What follows belongs to an exercise in optimizing a design on an open flow for small area and a short achievable clock period; a production flow would make more cautious choices. Function was not checked in any run shown here: the RTL went through the layout flow alone. Power figures rest on the tool's default switching activity, not on a simulated workload.

==> flow/design.v (outline; a module is shown in full before it is edited, if it fits) <==
// module fp32_mul: 2019 lines
// module fp32_mul_ones: 82 lines
// module fp32_mul_fa: 10 lines
// module fp32_mul_bsel: 9 lines
// module fp32_mul_bneg: 7 lines
// module fp32_mul_ha: 9 lines
module fp32_mul(
    input wire clk,
    input wire [31:0] a,         
    input wire [31:0] b,         
    input wire [2:0] rm,         
    output reg [31:0] result,    
    output wire nv,              
    output wire of,              
    output wire uf,              
    output wire nx               
);
  // ...
==> flow/run.sh <==
#!/bin/bash
# synth_recipe.tcl (not shown) runs the flow's synth.tcl, then flattens the netlist and writes it again
# the make line also repeats each setting of config.mk as NAME=value (left out here)
make -C /OpenROAD-flow-scripts/flow DESIGN_CONFIG=/design/flow/config.mk WORK_HOME=/design/flow/orfs CLKGATE_MAP_FILE= SYNTH_SCRIPT=/design/flow/synth_recipe.tcl finish
==> flow/config.mk <==
export PLATFORM = sky130hd
export DESIGN_NAME = fp32_mul
export DESIGN_NICKNAME = fp32_mul
export VERILOG_FILES = /design/flow/design.v
export SDC_FILE = /design/flow/constraint.sdc
export NUM_CORES = 4
export LEC_CHECK = 0
export CAP_MARGIN = 20
export CORE_MARGIN = 2
export CORE_UTILIZATION = 40
export SETUP_SLACK_MARGIN = 3.9
export SLEW_MARGIN = 20
export SYNTH_HIERARCHICAL = 1
==> flow/constraint.sdc <==
create_clock -name core_clock -period 8.2 [get_ports {clk}]
set_input_delay 1.6400 -clock core_clock [delete_from_list [all_inputs] [get_ports {clk}]]
set_output_delay 1.6400 -clock core_clock [all_outputs]
set_load 0.01 [all_outputs]
==> flow_summary_export.csv, run 1 <==
group,metric,value,unit
synth,synthTopCellsByArea,"fa_1, dfxtp_1, xor2_1, a22o_1, ha_1",
final_layout,multi_input_area_share,66.1,%
final_layout,reg.largest.list,"tc2 x32, ts2 x32",
synth,async_reset_ff_share,0,%
floorplan,rows,91,
setup_path,critPathLaunch,"s3_mant[5]$_DFF_P_",
grt,antenna_found_initial,4,
power,peakVddDrop,0.289,mV
grt,gr-max-usage-layer,"met2",
synth,synthFlopType,"dfxtp_1",
synth,seq_area_frac_synth,19.6,%
clock_network,clkSlewWorstSetupHoldPaths,60,ps
floorplan,core_area,61800,um^2
final_layout,diodes,4,
min_path,whs_path_depth,0,
final_layout,seq_share,16.6,%
setup_path,cp.depth,12,
clock_network,postCtsHoldBufs,0,
power,power_density,447,nW/um^2
timing,period_minus_slack,4640,ps
final_layout,multi_input_gates,2146,
floorplan,design.die.area,64800,um^2
synth,synth_top_family_by_area,"adder cells",
final_layout,regArea,5080,um^2
detailed_routing,drt-total-wl,97.2,mm
min_path,hp-class,"register to register",
synth,synth_warnings,10,
power,pg_clk,0.00130,W
setup_path,rrSetupSlack,3950,ps
power,pg_comb,0.0104,W
timing,final_max_slew_viol_count,0,
run_status,status,"no timing/DRC/antenna violations",
timing,rsz0062_at_grt,"yes",
==> run 2, diff against run 1 <==
--- a/flow/design.v
+++ b/flow/design.v
@@ -1968,17 +1968,17 @@
     reg s3_m_rne, s3_m_rmm, s3_m_away;
     reg s3_invalid, s3_is_nan, s3_is_inf, s3_is_zero;
     always @(posedge clk) begin
         s3_mant <= s2_mant;
         s3_g <= s2_g;
         s3_rest <= s2_rest;
         s3_hi <= hi;
         s3_sign <= s2_sign;
-        s3_exp <= s2_exp;
+        s3_exp <= s2_exp_le0 ? 8'd0 : s2_exp;
         s3_exp_le0 <= s2_exp_le0;
         s3_exp_ge255 <= s2_exp_ge255;
         s3_exp_eq254 <= s2_exp_eq254;
         s3_m_rne <= s2_m_rne;
         s3_m_rmm <= s2_m_rmm;
         s3_m_away <= s2_m_away;
         s3_invalid <= s2_invalid;
         s3_is_nan <= s2_is_nan;
@@ -1999,20 +1999,21 @@
     wire of_to_max = ~(s3_m_rne | s3_m_rmm | s3_m_away);
     wire ovf_early = ~s3_exp_le0 & (s3_exp_ge255 | (s3_exp_eq254 & s3_hi));
     wire ovf_late = ~s3_exp_le0 & s3_exp_eq254 & ~s3_hi & round_carry;
     wire ovf = ovf_early | ovf_late;
     wire fixed = special | ovf_early;
     wire [7:0] fixed_exp = s3_is_zero & ~s3_is_nan & ~s3_is_inf ? 8'h00 :
                            (~special & of_to_max) ? 8'hfe : 8'hff;
     wire [22:0] fixed_mant = s3_is_nan ? 23'h400000 : (~special & of_to_max) ? {23{1'b1}} : 23'b0;
-    wire [7:0] res_exp = ovf_late ? (of_to_max ? 8'hfe : 8'hff) :
-                         s3_exp_le0 ? {7'b0, rounded[23]} :
-                         carry ? s3_exp + 8'd1 : s3_exp;
-    wire [22:0] res_mant = rounded[22:0] | {23{ovf_late & of_to_max}};
+    wire [7:0] exp_up;
+    fp32_mul_inc8 u_exp_up (.x(s3_exp), .y(exp_up));
+    wire exp_sel = s3_exp_le0 ? rounded[23] : carry;
+    wire [7:0] res_exp = exp_sel ? exp_up : s3_exp;
+    wire [22:0] res_mant = rounded[22:0];
     assign nv = s3_invalid;
     assign of = ~special & ovf;
     assign uf = ~special & s3_exp_le0 & ~rounded[23] & inexact;
     assign nx = ~special & (inexact | ovf);
     always @* begin
         result[31] = s3_sign & ~s3_is_nan;
         result[30:23] = fixed ? fixed_exp : res_exp;
         result[22:0] = fixed ? fixed_mant : res_mant;
@@ -2095,16 +2096,22 @@
     assign ab[18] = p45;
     assign ab[19] = p46;
     assign ab[20] = p47;
     assign ab[21] = p48;
     assign ab[22] = p49;
     assign ab[23] = p50;
     assign ab[24] = p51;
 endmodule
+module fp32_mul_inc8(
+    input wire [7:0] x,
+    output wire [7:0] y
+);
+    assign y = x + 8'd1;
+endmodule
 `default_nettype wire
 module fp32_mul_fa(
     input wire x,
     input wire y,
     input wire z,
     output wire s,
     output wire c
 );
==> run 2 against run 1 <==
Compared with the run above:
- sequential cell count did not move
- first-iteration DRC count fell by 2.5%
- register-to-register slack improved by 40 ps
- worst setup slack improved by 230 ps
- critical endpoint is now result[28]
- combinational power barely moved
- wire length fell by 6.5%
- die area rose by 1.5%
- clock power rose by 4%
- total power barely moved
==> flow_summary_export.csv, run 2 <==
group,metric,value,unit
grt,grt_max_degree,52,
timing,fmax,227,MHz
power,power_density,459,nW/um^2
power,peakVddDrop,0.320,mV
synth,seq_area_frac_synth,19.3,%
clock_network,clk_latency,570,ps
timing,setup_viol,0,
place,hpwlAfterDp,62.6,mm
run_status,status,"no timing/DRC/antenna violations",
setup_path,crit_required,6560,ps
final_layout,final_cells,3643,
clock_network,cts_tree,"yes",
synth,async_reset_ff_share,0,%
final_layout,multiInputGateArea,20300,um^2
final_layout,mostFrequentLayoutCells,"xor2_1, a22o_1, fa_1",
synth,ys_ff_latch,246,
setup_path,worstSetupEndpointType,"output port",
floorplan,die_h,256,um
min_path,whs_path_depth,0,
final_layout,final_common_cell,"xor2_1",
timing,worst_pin_slew,916,ps
grt,grt_usage,26.8,%
clock_network,htree_levels,1,
setup_path,path_class,"register to output port",
timing,final_max_slew_viol_count,0,
place,place_congestion,0.980,
final_layout,reg.largest.list,"tc2 x32, ts2 x32",
synth,netlist_instances,2613,
place,dp_cells,3547,
synth,synthFlopType,"dfxtp_1",
clock_network,root_buffer,"clkbuf_16",
place,port_buffers,103,
detailed_routing,post_drt_wl_per_cell,24.9,um
synth,synth_warnings,10,
floorplan,die_w,256,um
floorplan,io_pins,104,
timing,rsz0062_at_grt,"yes",
detailed_routing,postRouteAntennaNets,0,
synth,synth_commonest_cells,"xor2_1, a22o_1, fa_1",
synth,yosysMostFrequentCell,"xor2_1",
detailed_routing,drt-initial-drc-count,2130,
min_path,hp-class,"register to register",
setup_path,rrSetupSlack,3990,ps
timing,timing.final.crit_share,53.8,%
grt,grt_pass1_wl,137,mm
synth,avgSynthCellArea,9.76,um^2
synth,ys_types,90,
detailed_routing,via_count,22000,
detailed_routing,avgViaCountPerCell,6.03,
final_layout,area_growth,17.2,%
synth,yosysTopAreaCellShare,22.0,%
job,max_cap_viol_count,0,
setup_path,critPathLaunch,"s3_mant[20]$_DFF_P_",
synth,yosys.area.top_type,"fa_1",
timing,fin_worst_skew,15.3,ps
setup_path,reg2reg_depth,12,
final_layout,regArea,5060,um^2
clock_network,cts.sinks,246,
power,power,0.0137,W
final_layout,drive_above_1_share,12.3,%
setup_path,r2r-start,"ma[11]$_DFF_P_",
timing,period_minus_slack,4410,ps
synth,synth-edff-count,0,
grt,antenna_found_initial,1,
detailed_routing,route.detailed.drc,0,
final_layout,fillCellCount,5995,
floorplan,design.die.area,65800,um^2
synth,syn_area,25500,um^2
final_layout,diodes,0,
detailed_routing,firstDrtPassIters,6,
timing,finalHoldViolCount,0,
clock_network,numCtsBuffers,29,
clock_network,clk_path_buf_depth,3,
clock_network,clkSlewWorstSetupHoldPaths,70,ps
setup_path,cp_max_fo,8,
detailed_routing,drt-total-wl,90.9,mm
grt,first_global_vias,22800,
setup_path,startpoint_type,"register",
floorplan,rows,92,
min_path,hp-start,"s1_m_rne$_DFF_P_",
final_layout,fin_util,47.4,%
floorplan,core_area,63100,um^2
synth,synthTopCellsByArea,"fa_1, dfxtp_1, xor2_1, a22o_1, ha_1",
timing,final.setup.tns,0,ps
timing,slew_headroom,38.7,%
final_layout,nets,3231,
grt,grt-ovfl-total,0,
floorplan,initial_core_util,40.4,%
power,leakage,12.4,nW
setup_path,arrival,2770,ps
[run 2: changes by cell type after synthesis, moves of 7 or more]
cell and delta:
nand2_1 -26, o21ai_0 +12, o2111ai_1 -7, nand3_1 +13, nor2_1 +28, nor4_1 -12, nor2b_1 +15
[run 2: modules after synthesis (local to each module, per instance)]
module | cells | flops+latches | area [um^2] | copies in the design
fp32_mul_fa | 1 | 0 | 20.0 | 264
fp32_mul_ones | 74 | 0 | 494 | 1
fp32_mul_ha | 1 | 0 | 12.5 | 22
fp32_mul_bsel | 1 | 0 | 8.76 | 300
fp32_mul | 1637 | 246 | 14100 | 1
fp32_mul_bneg | 1 | 0 | 8.76 | 300
fp32_mul_inc8 | 16 | 0 | 116 | 1
[run 2: power by group]
group / total [W] / internal, W / switching (W)
logic: 0.0104 / 0.00432 / 0.00606
clock network: 0.00135 / 0.000813 / 0.000537
registers: 0.00198 / 0.00171 / 0.000270
total: 0.0137 / 0.00685 / 0.00686
[run 2: path summary, 6_finish.rpt]
check,to
max,result[28]
min,s2_m_rne$_DFF_P_
max reg2reg,plo2[14]$_DFF_P_
min reg2reg,s2_m_rne$_DFF_P_
[run 2: cells by family (layout without fill, tap and decap cells)]
group	Yosys count	in the layout	synth area share, %
AOI/OAI and AO/OA	762	762	22.5
xor gates and xnor gates	380	380	13.1
adders and majority gates	386	386	27.2
buffers and inverters	197	356	3.38
DFF	246	246	19.3
muxes	81	81	3.45
other	2	25	0.0295
and+or+nand+nor	559	561	11.0
[run 2: what timing repair did]
| item | in CTS | in global routing |
|---|---|---|
| cloned | 2 | 3 |
| resized for setup | 157 | 100 |
| pin swaps | 12 | 16 |
| setup buffers | 24 | 16 |
| setup endpoints to repair | 77 | 66 |
| hold buffers | 0 | 0 |
[run 2: routing by layer]
| metal | global-route usage, % | wire [um] | up-vias | part of all wire [%] |
|---|---|---|---|---|
| li1 | - | - | 9773 | - |
| met4 | 10.5 | 3530 | 0 | 3.9 |
| met1 | 35.1 | 37600 | 10800 | 41 |
| met2 | 43.7 | 42000 | 1128 | 46 |
| met3 | 5.16 | 7730 | 248 | 8.5 |
| met5 | 0 | 0 | - | 0 |
[run 2: worst max-delay path, stage by stage (launching register included)]
cell and delay [ps]:
dfxtp_4 370, nand4_4 110, or4_4 520, nor4_4 190, nand2_1 110, nand2_2 110
nor2_4 40, a21oi_4 140, buf_12 150, mux2i_1 190, o21ai_1 80, buf_2 190
[run 2: cell type report]
class	count	area share, %
Inverter	92	1.16
Clock inverter	16	0.716
Sequential cell	246	16.9
Timing Repair Buffer	213	7.12
Tap cell	846	3.54
Clock buffer	35	2.64
Multi-Input combinational cell	2195	67.9
[run 2: stage by stage]
step	setup slack [ps]	instance area [um^2]	hold slack, ps
after floorplan	3910	25600	310
after global placement	3230	27700	310
after detailed placement	3190	27700	312
after CTS	3730	29200	322
after global routing	3630	29900	330
final	3790	29900	322
==> run 3, diff against run 2 <==
--- a/flow/config.mk
+++ b/flow/config.mk
@@ -5,6 +5,7 @@
 export SDC_FILE = /design/flow/constraint.sdc
 export NUM_CORES = 4
 export LEC_CHECK = 0
+export ABC_CLOCK_PERIOD_IN_PS = 3000
 export CAP_MARGIN = 20
 export CORE_MARGIN = 2
 export CORE_UTILIZATION = 40
==> run 3 against run 2 <==
Compared with the run above:
- register-to-register slack about the same
- combinational power about the same
- fmax is the same
- clock power about the same
- global-route usage is the same
- via count is the same
- critical path depth stayed put
- sequential power is essentially flat
- first-iteration DRC count unchanged
- wire length stayed put
- clock skew unchanged
- sequential cell count unchanged
- largest power group unchanged
==> flow_summary_export.csv, run 3 <==
group,metric,value,unit
run_status,status,"no timing/DRC/antenna violations",
detailed_routing,drt-initial-drc-count,2130,
floorplan,core_area,63100,um^2
synth,async_reset_ff_share,0,%
grt,grt_max_degree,52,
synth,ys_types,90,
place,dp_slack,3190,ps
clock_network,clk_path_buf_depth,3,
setup_path,arrival,2770,ps
timing,final_max_slew_viol_count,0,
detailed_routing,avgViaCountPerCell,6.03,
final_layout,regArea,5060,um^2
synth,syn_area,25500,um^2
floorplan,io_pins,104,
final_layout,mostFrequentLayoutCells,"xor2_1, a22o_1, fa_1",
synth,yosysMostFrequentCell,"xor2_1",
synth,yosysTopAreaCellShare,22.0,%
floorplan,design.die.area,65800,um^2
setup_path,startpoint_type,"register",
timing,setup_viol,0,
setup_path,path_class,"register to output port",
power,power,0.0137,W
final_layout,final_common_cell,"xor2_1",
place,hpwlAfterDp,62.6,mm
timing,finalHoldViolCount,0,
floorplan,initial_core_util,40.4,%
timing,worst_hold_slack,322,ps
min_path,hold_path_end,"s2_m_rne$_DFF_P_",
clock_network,clkSlewWorstSetupHoldPaths,70,ps
grt,grt_usage,26.8,%
timing,fmax,227,MHz
power,power_density,459,nW/um^2
min_path,whs_path_depth,0,
clock_network,cts_tree,"yes",
setup_path,rr_endpoint,"plo2[14]$_DFF_P_",
synth,avgSynthCellArea,9.76,um^2
setup_path,worstSetupEndpointType,"output port",
floorplan,die_w,256,um
place,port_buffers,103,
setup_path,path_cells,"nand4_4 -> or4_4 -> nor4_4 -> nand2_1 -> nand2_2 -> nor2_4 -> a21oi_4 -> buf_12 -> mux2i_1 -> o21ai_1 -> buf_2",
detailed_routing,route.detailed.drc,0,
detailed_routing,drt-total-wl,90.9,mm
setup_path,cpPeakStageDelay,520,ps
detailed_routing,firstDrtPassIters,6,
grt,first_global_vias,22800,
min_path,hp-start,"s1_m_rne$_DFF_P_",
power,peakVddDrop,0.320,mV
synth,netlist_instances,2613,
final_layout,reg.largest.list,"tc2 x32, ts2 x32",
synth,yosys.area.top_type,"fa_1",
clock_network,numCtsBuffers,29,
synth,ys_ff_latch,246,
detailed_routing,postRouteAntennaNets,0,
final_layout,multiInputGateArea,20300,um^2
timing,fin_ws,3790,ps
min_path,hp-class,"register to register",
place,place_congestion,0.980,
synth,synthFlopType,"dfxtp_1",
timing,fin_worst_skew,15.3,ps
detailed_routing,via_count,22000,
timing,rsz0062_at_grt,"yes",
clock_network,clk_latency,570,ps
timing,period_minus_slack,4410,ps
timing,worst_pin_slew,916,ps
setup_path,r2r-start,"ma[11]$_DFF_P_",
final_layout,area_growth,17.2,%
floorplan,rows,92,
setup_path,rrSetupSlack,3990,ps
clock_network,cts.sinks,246,
synth,synth_warnings,10,
final_layout,diodes,0,
clock_network,root_buffer,"clkbuf_16",
grt,grt_pass1_wl,137,mm
floorplan,die_h,256,um
timing,timing.final.crit_share,53.8,%
synth,seq_area_frac_synth,19.3,%
clock_network,htree_levels,1,
setup_path,cp_max_fo,8,
detailed_routing,post_drt_wl_per_cell,24.9,um
grt,antenna_found_initial,1,
synth,synth_commonest_cells,"xor2_1, a22o_1, fa_1",
grt,grt-ovfl-total,0,
synth,synthTopCellsByArea,"fa_1, dfxtp_1, xor2_1, a22o_1, ha_1",
setup_path,crit_slowest_cell,"or4_4",
setup_path,reg2reg_depth,12,
job,max_cap_viol_count,0,
final_layout,nets,3231,
final_layout,fillCellCount,5995,
timing,slew_headroom,38.7,%
final_layout,drive_above_1_share,12.3,%
power,leakage,12.4,nW
setup_path,crit_required,6560,ps
synth,synth-edff-count,0,
timing,final.setup.tns,0,ps
-- run 3: cell counts after synthesis --
No cell type changed its count.
-- run 3: final cells by class --
type	count	share of cell area, %
multi-input combinational	2195	67.9
tap	846	3.54
timing repair buffer	213	7.12
sequential	246	16.9
clock buffer	35	2.64
clock inverter	16	0.716
inverter	92	1.16
-- run 3: power by group --
group | switching (W) | internal [W] | leakage, nW
registers | 0.000270 | 0.00171 | 2.07
clock network | 0.000537 | 0.000813 | 0.486
logic | 0.00606 | 0.00432 | 9.87
total | 0.00686 | 0.00685 | 12.4
-- run 3: how the worst max path moves through the flow --
stage / from / end
global placement: a[12] / s1_is_inf$_DFF_P_
floorplan: ma[6]$_DFF_P_ / plo2[15]$_DFF_P_
global route: s3_mant[20]$_DFF_P_ / result[23]
finish: s3_mant[20]$_DFF_P_ / result[28]
detailed placement: s3_mant[0]$_DFF_P_ / result[25]
CTS: s3_mant[4]$_DFF_P_ / result[23]
-- run 3: modules after synthesis (local to each module, per instance) --
| module | cells inside | cell area (um^2) |
|---|---|---|
| fp32_mul | 1637 | 14100 |
| fp32_mul_bneg | 1 | 8.76 |
| fp32_mul_bsel | 1 | 8.76 |
| fp32_mul_fa | 1 | 20.0 |
| fp32_mul_ha | 1 | 12.5 |
| fp32_mul_inc8 | 16 | 116 |
| fp32_mul_ones | 74 | 494 |
-- run 3: per-stage QoR --
stage / area [um^2] / std cells / utilization, %
6_report: 29900 / 3643 / 47.4
5_1_grt: 29900 / 3643 / 47.4
4_1_cts: 29200 / 3624 / 46.3
3_5_place_dp: 27700 / 3547 / 43.9
3_3_place_gp: 27700 / 3547 / 43.9
2_1_floorplan: 25600 / 2636 / -
-- run 3: layer usage --
metal | global-route usage (%) | vias up | wire (um)
li1 | - | 9773 | -
met1 | 35.1 | 10800 | 37600
met2 | 43.7 | 1128 | 42000
met3 | 5.16 | 248 | 7730
met4 | 10.5 | 0 | 3530
met5 | 0 | - | 0
-- run 3: kinds of logic after synthesis --
family	after synthesis	synth area share [%]
adder cells (fa/ha/maj)	386	27.2
buffers and inverters	197	3.38
AO/OA/AOI/OAI	762	22.5
flip-flops	246	19.3
AND/OR/NAND/NOR	559	11.0
multiplexers	81	3.45
XOR/XNOR	380	13.1
other	2	0.0295
-- run 3: what timing repair did --
action                                  4_1_cts  5_1_grt
cloned                                        2        3
pin swaps                                    12       16
hold buffers                                  0        0
buffers inserted                             24       16
endpoints found under the setup margin       77       66
gates resized for setup                     157      100
-- run 3: worst max-delay path: cells and delay by family, from the launching register on --
kind	cells	cell delay [ps]
AOI/OAI and AO/OA	2	220
buffers and inverters	2	340
DFF	1	370
muxes	1	190
and+or+nand+nor	6	1080
==> run 4, diff against run 3 <==
==> flow/flow/run.sh (new file) <==
#!/bin/bash
# The standard layout (synthesis included, unchanged), with the input and
# output port buffers that buffer_ports inserts taken as sky130_fd_sc_hd__buf_2
# instead of the delay-cell buffer it picks on its own.
set -euo pipefail
export BUFFER_PORTS_ARGS="-buffer_cell sky130_fd_sc_hd__buf_2"
bash standard.sh > standard.log 2>&1
==> flow/standard.sh (new file) <==
#!/bin/bash
# synth_recipe.tcl (not shown) runs the flow's synth.tcl, then flattens the netlist and writes it again
# the make line also repeats each setting of config.mk as NAME=value (left out here)
make -C /OpenROAD-flow-scripts/flow DESIGN_CONFIG=/design/flow/config.mk WORK_HOME=/design/flow/orfs CLKGATE_MAP_FILE= SYNTH_SCRIPT=/design/flow/synth_recipe.tcl "${@:-finish}"
--- a/flow/config.mk
+++ b/flow/config.mk
@@ -5,7 +5,6 @@
 export SDC_FILE = /design/flow/constraint.sdc
 export NUM_CORES = 4
 export LEC_CHECK = 0
-export ABC_CLOCK_PERIOD_IN_PS = 3000
 export CAP_MARGIN = 20
 export CORE_MARGIN = 2
 export CORE_UTILIZATION = 40
removed: flow/run.sh
==> run 4 against run 3 <==
Compared with the run above:
- synthesized cell count stayed put
- register-to-register slack about the same
- final cell count is 0.47% higher
- sequential power barely moved
- total power shrank 0.86%
- fmax fell by 1.8%
- still clean on timing, DRC and antenna
- largest power group unchanged
- combinational power is essentially flat
- clock-buffer cell count is 1 lower
==> flow_summary_export.csv, run 4 <==
group,metric,value,unit
final_layout,multiInputGateArea,20100,um^2
synth,syn_area,25500,um^2
floorplan,die_h,256,um
timing,period_minus_slack,4490,ps
synth,async_reset_ff_share,0,%
detailed_routing,top_layer,"met4",
setup_path,path_class,"register to output port",
detailed_routing,drt-initial-drc-count,2066,
setup_path,rrSetupSlack,3980,ps
place,dp_cells,3534,
power,power_density,463,nW/um^2
timing,final.setup.tns,0,ps
place,hpwlAfterDp,61.9,mm
synth,synth_warnings,10,
clock_network,cts_tree,"yes",
grt,grt_max_degree,52,
grt,antenna_found_initial,1,
grt,grt_pass1_wl,136,mm
timing,finalHoldViolCount,0,
final_layout,regArea,5070,um^2
timing,slew_headroom,30.5,%
detailed_routing,avgViaCountPerCell,6.06,
synth,synth-edff-count,0,
timing,fin_worst_skew,35.2,ps
floorplan,io_pins,104,
final_layout,mostFrequentLayoutCells,"xor2_1, a22o_1, fa_1",
synth,netlist_instances,2613,
clock_network,cts.sinks,246,
detailed_routing,m1WireLength,37.8,mm
clock_network,root_buffer,"clkbuf_16",
detailed_routing,route.detailed.drc,0,
synth,synth_commonest_cells,"xor2_1, a22o_1, fa_1",
synth,synthTopCellsByArea,"fa_1, dfxtp_1, xor2_1, a22o_1, ha_1",
setup_path,startpoint_type,"register",
detailed_routing,post_drt_wl_per_cell,24.8,um
timing,worst_pin_slew,1040,ps
power,peakVddDrop,0.402,mV
final_layout,nets,3248,
min_path,hold_path_end,"s3_is_inf$_DFF_P_",
min_path,hp-class,"register to register",
synth,seq_area_frac_synth,19.3,%
timing,setup_viol,0,
detailed_routing,via_count,22200,
grt,grt-ovfl-total,0,
timing,timing.final.crit_share,54.8,%
floorplan,die_w,256,um
setup_path,r2r-start,"ma[11]$_DFF_P_",
setup_path,rr_endpoint,"plo2[14]$_DFF_P_",
grt,grt_usage,26.5,%
setup_path,worstSetupEndpointType,"output port",
synth,ys_types,90,
final_layout,reg.largest.list,"tc2 x32, ts2 x32",
final_layout,drive_above_1_share,15.5,%
setup_path,cp_max_fo,8,
synth,synthFlopType,"dfxtp_1",
final_layout,final_common_cell,"xor2_1",
grt,first_global_vias,22700,
synth,yosysMostFrequentCell,"xor2_1",
final_layout,fillCellCount,6036,
final_layout,final_cells,3660,
run_status,status,"no timing/DRC/antenna violations",
synth,yosys.area.top_type,"fa_1",
place,port_buffers,103,
detailed_routing,met3_length,7.99,mm
clock_network,htree_levels,1,
clock_network,numCtsBuffers,28,
setup_path,reg2reg_depth,12,
clock_network,postCtsHoldBufs,0,
floorplan,design.die.area,65800,um^2
clock_network,clk_path_buf_depth,3,
detailed_routing,firstDrtPassIters,7,
floorplan,rows,92,
job,max_cap_viol_count,0,
place,place_congestion,1.01,
timing,final_max_slew_viol_count,0,
min_path,whs_path_depth,0,
timing,fmax,223,MHz
floorplan,initial_core_util,40.4,%
synth,ys_ff_latch,246,
final_layout,diodes,0,
floorplan,core_area,63100,um^2
setup_path,crit_required,6560,ps
clock_network,clk_latency,590,ps
timing,rsz0062_at_grt,"yes",
setup_path,arrival,2850,ps
clock_network,clkSlewWorstSetupHoldPaths,60,ps
power,leakage,12.4,nW
final_layout,fin_util,46.6,%
detailed_routing,postRouteAntennaNets,0,
final_layout,area_growth,15.3,%
min_path,hp-start,"s2_is_inf$_DFF_P_",
detailed_routing,drt-total-wl,90.7,mm
synth,yosysTopAreaCellShare,22.0,%
detailed_routing,wl_met2,40.8,mm
synth,avgSynthCellArea,9.76,um^2
==> run 4: cell types whose count changed in the layout (fill, tap and decap cells not counted), moves of 7 or more <==
cell,delta
dlygate4sd2_1,-16
clkdlybuf4s50_1,-69
nor4_1,+7
buf_4,+15
buf_2,+95
dfxtp_2,-10
dlymetal6s2s_1,-8
==> run 4: per-stage QoR <==
step           power, W  setup slack, ps  instance area, um^2  hold slack [ps]
3_5_place_dp     0.0115             3390                27100              312
2_1_floorplan   0.00832             3910                25600              310
5_1_grt          0.0147             3560                29400              329
3_3_place_gp     0.0114             3370                27100              310
4_1_cts          0.0130             3690                28500              327
6_report         0.0136             3710                29400              326
==> run 4: timing repair <==
action | in CTS | in global routing
setup buffers | 27 | 46
resized for setup | 78 | 87
cloned | 0 | 3
endpoints found under the setup margin | 74 | 65
pin swaps | 6 | 23
==> run 4: per-module statistics from Yosys, one instance, submodules excluded <==
module / times used / cell area [um^2]
fp32_mul: 1 / 14100
fp32_mul_ones: 1 / 494
fp32_mul_inc8: 1 / 116
fp32_mul_fa: 264 / 20.0
fp32_mul_ha: 22 / 12.5
fp32_mul_bneg: 300 / 8.76
fp32_mul_bsel: 300 / 8.76
==> run 4: power by group <==
group          switching, W  internal [W]
registers          0.000294       0.00171
clock network      0.000520      0.000786
logic               0.00599       0.00430
total               0.00680       0.00679
==> run 4: how the worst max path moves through the flow <==
| stage | end | startpoint | depth (start not counted) |
|---|---|---|---|
| after floorplan | plo2[15]$_DFF_P_ | ma[6]$_DFF_P_ | 12 |
| after global placement | s1_esum[8]$_DFF_P_ | a[27] | 15 |
| after detailed placement | s1_esum[8]$_DFF_P_ | a[27] | 15 |
| after CTS | result[23] | s3_mant[18]$_DFF_P_ | 11 |
| after global routing | result[23] | s3_mant[9]$_DFF_P_ | 10 |
| final | result[23] | s3_mant[20]$_DFF_P_ | 11 |
==> run 4: final cells by class <==
type                       count  share of cell area [%]
clock inverter                16                   0.775
clock buffer                  34                    2.56
timing repair buffer         233                    6.15
multi-input combinational   2193                    68.5
tap                          846                    3.60
inverter                      92                    1.18
sequential                   246                    17.3
==> run 4: critical path, stage by stage, from the launching register on <==
cell and delay (ps):
dfxtp_4 360, nand4_4 120, or4_4 540, nor4_4 170, nand2_2 120, nand2_2 90, nor2_2 50, a21oi_4 160
buf_12 150, mux2i_1 200, o22ai_1 110, buf_2 200
==> run 4: layer usage <==
layer / vias to the layer above / global-route usage [%]
met5: - / 0
met2: 1173 / 42.4
met3: 243 / 4.68
li1: 9792 / -
met1: 11000 / 35.6
met4: 0 / 10.6
==> run 4: kinds of logic (layout without fill, tap and decap cells) <==
group / count (synthesis) / in the layout / synth area share [%]
AO/OA/AOI/OAI: 762 / 762 / 22.5
XOR/XNOR: 380 / 380 / 13.1
adder cells (fa/ha/maj): 386 / 386 / 27.2
buffers and inverters: 197 / 375 / 3.38
flip-flops: 246 / 246 / 19.3
multiplexers: 81 / 81 / 3.45
other: 2 / 25 / 0.0295
AND/OR/NAND/NOR: 559 / 559 / 11.0

## port drivers added, routing unchanged
No port has a modelled driver above. Below, the same layouts with a new extraction and two added sets of constraints. Step 1: set_driving_cell puts a clkbuf_16 on clk and a buf_2 on each other input, an assumption about the parent block. Step 2 times the ports against the registers' clock, not the clock port: input delays grow and output delays shrink by t, the midpoint of the rising clock arrivals with the driver on. Slacks: ideal / step 1 / step 2; pairs: ideal / step 1.
| run | t, ns | slack for setup (ns) | worst setup path at the end |
|---|---|---|---|
| run 1 | 0.619 | 3.560 / 3.500 / 3.501 | input to register |
| run 2 | 0.625 | 3.786 / 3.721 / 3.547 | input to register |
| run 3 | 0.625 | 3.786 / 3.721 / 3.547 | input to register |
| run 4 | 0.627 | 3.706 / 3.647 / 3.494 | input to register |
After both steps setup and hold are still met in every run listed.
